From an optimization exercise on the open Yosys and OpenROAD flow, aimed at small area and a short achievable clock period; shortcuts taken in it are not production practice.
In this exercise RTL edits were held to simulation tests only and were not proved equivalent to the original.
No activity file was given, so power comes from the tool's default toggle rates.

Setup of tundra:
## Pipeline_CPU
module Pipeline_CPU( clk_i, rst_n, imem_addr_o, imem_data_i,
                     dmem_addr_o, dmem_wdata_o, dmem_we_o, dmem_re_o, dmem_rdata_i );
Settings: LEC_CHECK=0, CAP_MARGIN=20, CORE_MARGIN=2, CORE_UTILIZATION=65, CTS_BUF_LIST=sky130_fd_sc_hd__clkbuf_16, CTS_CLUSTER_DIAMETER=80, CTS_CLUSTER_SIZE=20, SLEW_MARGIN=20, SYNTH_HIERARCHICAL=1; clock period 20.0 ns.
standard.sh (not shown) runs the stock make flow with config.mk's settings and CLKGATE_MAP_FILE= SYNTH_SCRIPT=/design/flow/synth_recipe.tcl, a recipe that flattens the netlist after the stock synthesis.
==> flow/flow/run.sh <==
#!/bin/bash
# Layout flow: the standard flow (standard.sh, ORFS) with these changes:
#  - ports are buffered with buf_2 instead of the delay cell buffer_ports picks
#  - repair_timing aims for a larger setup margin, so the resizer works on the
#    paths that set the achieved clock period
#  - the timing repair after global routing estimates wire parasitics 20%
#    higher (flow/pessimistic_rc.tcl), closer to the extracted ones
# ORFS writes each step's full log under orfs/logs/; make's own output goes to
# flow_make.log.
set -euo pipefail
here=$(cd "$(dirname "$0")" && pwd)
bash standard.sh \
  "BUFFER_PORTS_ARGS=-buffer_cell sky130_fd_sc_hd__buf_2" \
  SETUP_SLACK_MARGIN=14.8 \
  "PRE_GLOBAL_ROUTE_TCL=$here/pessimistic_rc.tcl" \
  finish > flow_make.log 2>&1
==> flow/flow/pessimistic_rc.tcl <==
# Sourced before global routing (PRE_GLOBAL_ROUTE_TCL). The parasitics that
# the post-global-route repair estimates from the global routes come out
# lower than the ones extracted from the finished layout; raising the wire
# capacitance and resistance estimates by 20% makes that repair aim at the
# extracted values instead.
set rc_scale 1.2
foreach {layer c r} {
  li1  1.499e-04   7.176e-02
  met1 1.72375E-04 8.929e-04
  met2 1.36233E-04 8.929e-04
  met3 2.14962E-04 1.567e-04
  met4 1.48128E-04 1.567e-04
  met5 1.54087E-04 1.781e-05
} {
  set_layer_rc -layer $layer -capacitance [expr {$c * $rc_scale}] -resistance [expr {$r * $rc_scale}]
}
set_wire_rc -signal -layer met1
set_wire_rc -clock -layer met3
puts "pessimistic_rc: layer RC scaled by $rc_scale for the global-route repair"
The following lists how nickel was set up differently from tundra:
# tundra
export LEC_CHECK = 0
export CAP_MARGIN = 20
export CORE_MARGIN = 2
export CORE_UTILIZATION = 65
export CTS_BUF_LIST = sky130_fd_sc_hd__clkbuf_16
export CTS_CLUSTER_DIAMETER = 80
export CTS_CLUSTER_SIZE = 20
export SLEW_MARGIN = 20
export SYNTH_HIERARCHICAL = 1
create_clock -name core_clock -period 20.0 [get_ports {clk_i}]
# nickel
export LEC_CHECK = 0
export CAP_MARGIN = 20
export CORE_MARGIN = 2
export CORE_UTILIZATION = 55
export CTS_BUF_LIST = sky130_fd_sc_hd__clkbuf_16
export CTS_CLUSTER_DIAMETER = 80
export CTS_CLUSTER_SIZE = 20
export SLEW_MARGIN = 20
export SYNTH_HIERARCHICAL = 1
create_clock -name core_clock -period 20.0 [get_ports {clk_i}]
==> flow/flow/run.sh <==
#!/bin/bash
# Layout flow: the standard flow (standard.sh, ORFS) with two changes:
#  - ports are buffered with buf_2 instead of the delay cell buffer_ports picks
#  - repair_timing aims for a larger setup margin, so the resizer works on the
#    paths that set the achieved clock period
# ORFS writes each step's full log under orfs/logs/; make's own output goes to
# flow_make.log.
set -euo pipefail
bash standard.sh \
  "BUFFER_PORTS_ARGS=-buffer_cell sky130_fd_sc_hd__buf_2" \
  SETUP_SLACK_MARGIN=14.8 \
  finish > flow_make.log 2>&1
removed: flow/flow/pessimistic_rc.tcl
- Having completed the whole flow, nickel delivered a layout that passed the timing, design-rule and antenna checks.
- Via count of the first global-routing pass: nickel and tundra compared, lower one is nickel
- Status: net switching share of the total power parity (nickel, tundra)
- On clock power, nickel and tundra are neck and neck.
- Delta (nickel minus tundra): row count went up by 9, clock period minus final worst setup slack went up by 89 ps, signed area change from the synthesized netlist to the final layout went down by 0.22 points.
- Re via count: tundra was higher than nickel.
- The higher setup slack at placement came out of tundra.
Edits applied to the flow inputs when going from nickel to raven:
# nickel
export LEC_CHECK = 0
export CAP_MARGIN = 20
export CORE_MARGIN = 2
export CORE_UTILIZATION = 55
export CTS_BUF_LIST = sky130_fd_sc_hd__clkbuf_16
export CTS_CLUSTER_DIAMETER = 80
export CTS_CLUSTER_SIZE = 20
export SLEW_MARGIN = 20
export SYNTH_HIERARCHICAL = 1
create_clock -name core_clock -period 20.0 [get_ports {clk_i}]
# raven
export LEC_CHECK = 0
export CAP_MARGIN = 20
export CORE_MARGIN = 2
export CORE_UTILIZATION = 65
export CTS_BUF_LIST = sky130_fd_sc_hd__clkbuf_16
export CTS_CLUSTER_DIAMETER = 80
export CTS_CLUSTER_SIZE = 20
export SLEW_MARGIN = 20
export SYNTH_HIERARCHICAL = 1
create_clock -name core_clock -period 20.0 [get_ports {clk_i}]
-- flow/flow/run.sh --
<<< nickel, line 10
  "BUFFER_PORTS_ARGS=-buffer_cell sky130_fd_sc_hd__buf_2" \
  SETUP_SLACK_MARGIN=14.8 \
  finish > flow_make.log 2>&1
>>> raven, line 10
  "BUFFER_PORTS_ARGS=-buffer_cell sky130_fd_sc_hd__buf_2" \
  SETUP_SLACK_MARGIN=14.9 \
  finish > flow_make.log 2>&1
==> comparison <==
In the reports for raven and nickel, the larger slew of the pin with the lowest slew margin belongs to raven.
Per the comparison of raven with nickel, clock group share of total power dropped 0.3 points; utilization of the core after routing moved up; final non-filler cell area roughly the same; relative area of non-clock buffer cells in the final design shows an increase of 0.51 points.
raven against nickel: sequential share of layout area held steady; count of cell instances traversed by the critical path shrank by 17.


Pipeline_CPU, a different RTL version from the one above (not shown whole).
Size in the first run: ~1400 flip-flops.
Settings: LEC_CHECK=0, CAP_MARGIN=20, CORE_MARGIN=2, CORE_UTILIZATION=65, CTS_BUF_LIST=sky130_fd_sc_hd__clkbuf_16, CTS_CLUSTER_DIAMETER=80, CTS_CLUSTER_SIZE=20, SLEW_MARGIN=20, SYNTH_HIERARCHICAL=1; clock period 20.0 ns.
==> flow/flow/run.sh <==
#!/bin/bash
# Layout flow: the standard flow (standard.sh, ORFS) with two changes:
#  - ports are buffered with buf_2 instead of the delay cell buffer_ports picks
#  - repair_timing aims for a larger setup margin, so the resizer works on the
#    paths that set the achieved clock period
# ORFS writes each step's full log under orfs/logs/; make's own output goes to
# flow_make.log.
set -euo pipefail
bash standard.sh \
  "BUFFER_PORTS_ARGS=-buffer_cell sky130_fd_sc_hd__buf_2" \
  SETUP_SLACK_MARGIN=14.8 \
  finish > flow_make.log 2>&1
Change:
--- a/flow/flow/run.sh
+++ b/flow/flow/run.sh
@@ -11 +11 @@
-  SETUP_SLACK_MARGIN=14.8 \
+  SETUP_SLACK_MARGIN=14.6 \
What happened:
- register-to-register slack got worse by 0.12 ns
- global-route usage decreases by 0.32 points
- sequential share of layout area increases by 0.20 points
- non-clock buffer count decreases by 50
- clock-buffer cell count does not change
- combinational power decreases by a few percent
- setup slack got worse by 0.20 ns
- synthesized area is unchanged
- die area does not change
- utilization decreases by 0.86 points

==> separate check: timing with driven ports <==
In the flow no input, the clock included, has a driving cell. The finished layouts below were timed again as built, in two steps. Step 1 sets driving cells, clkbuf_16 on the clock port and buf_2 on the other inputs (assumed; they add their load-dependent delay and slew). Step 2, shift: input delay + t, output delay - t, t = (earliest + latest rising clock arrival at the registers) / 2. This alone moves slack from input paths to output paths. Slacks: ideal / step 1 / step 2; pairs: ideal / step 1.
| run | t, ns | slack for setup (ns) | worst register clock-pin slew, ns |
|---|---|---|---|
| tundra | 0.742 | 14.728 / 14.709 / 14.266 | 0.09 / 0.09 |
| nickel | 0.776 | 14.639 / 14.639 / 14.215 | 0.09 / 0.09 |
| raven | 0.744 | 14.777 / 14.704 / 14.367 | 0.09 / 0.09 |
| the first run of note 2 | 0.750 | 14.778 / 14.701 / 14.364 | 0.09 / 0.09 |
| the second run of note 2 | 0.750 | 14.582 / 14.507 / 14.205 | 0.09 / 0.09 |
After both steps setup and hold are still met in every run listed. The setup slack of tundra, which loses most, moves by -0.019 ns with the drivers and by -0.462 ns with both steps.
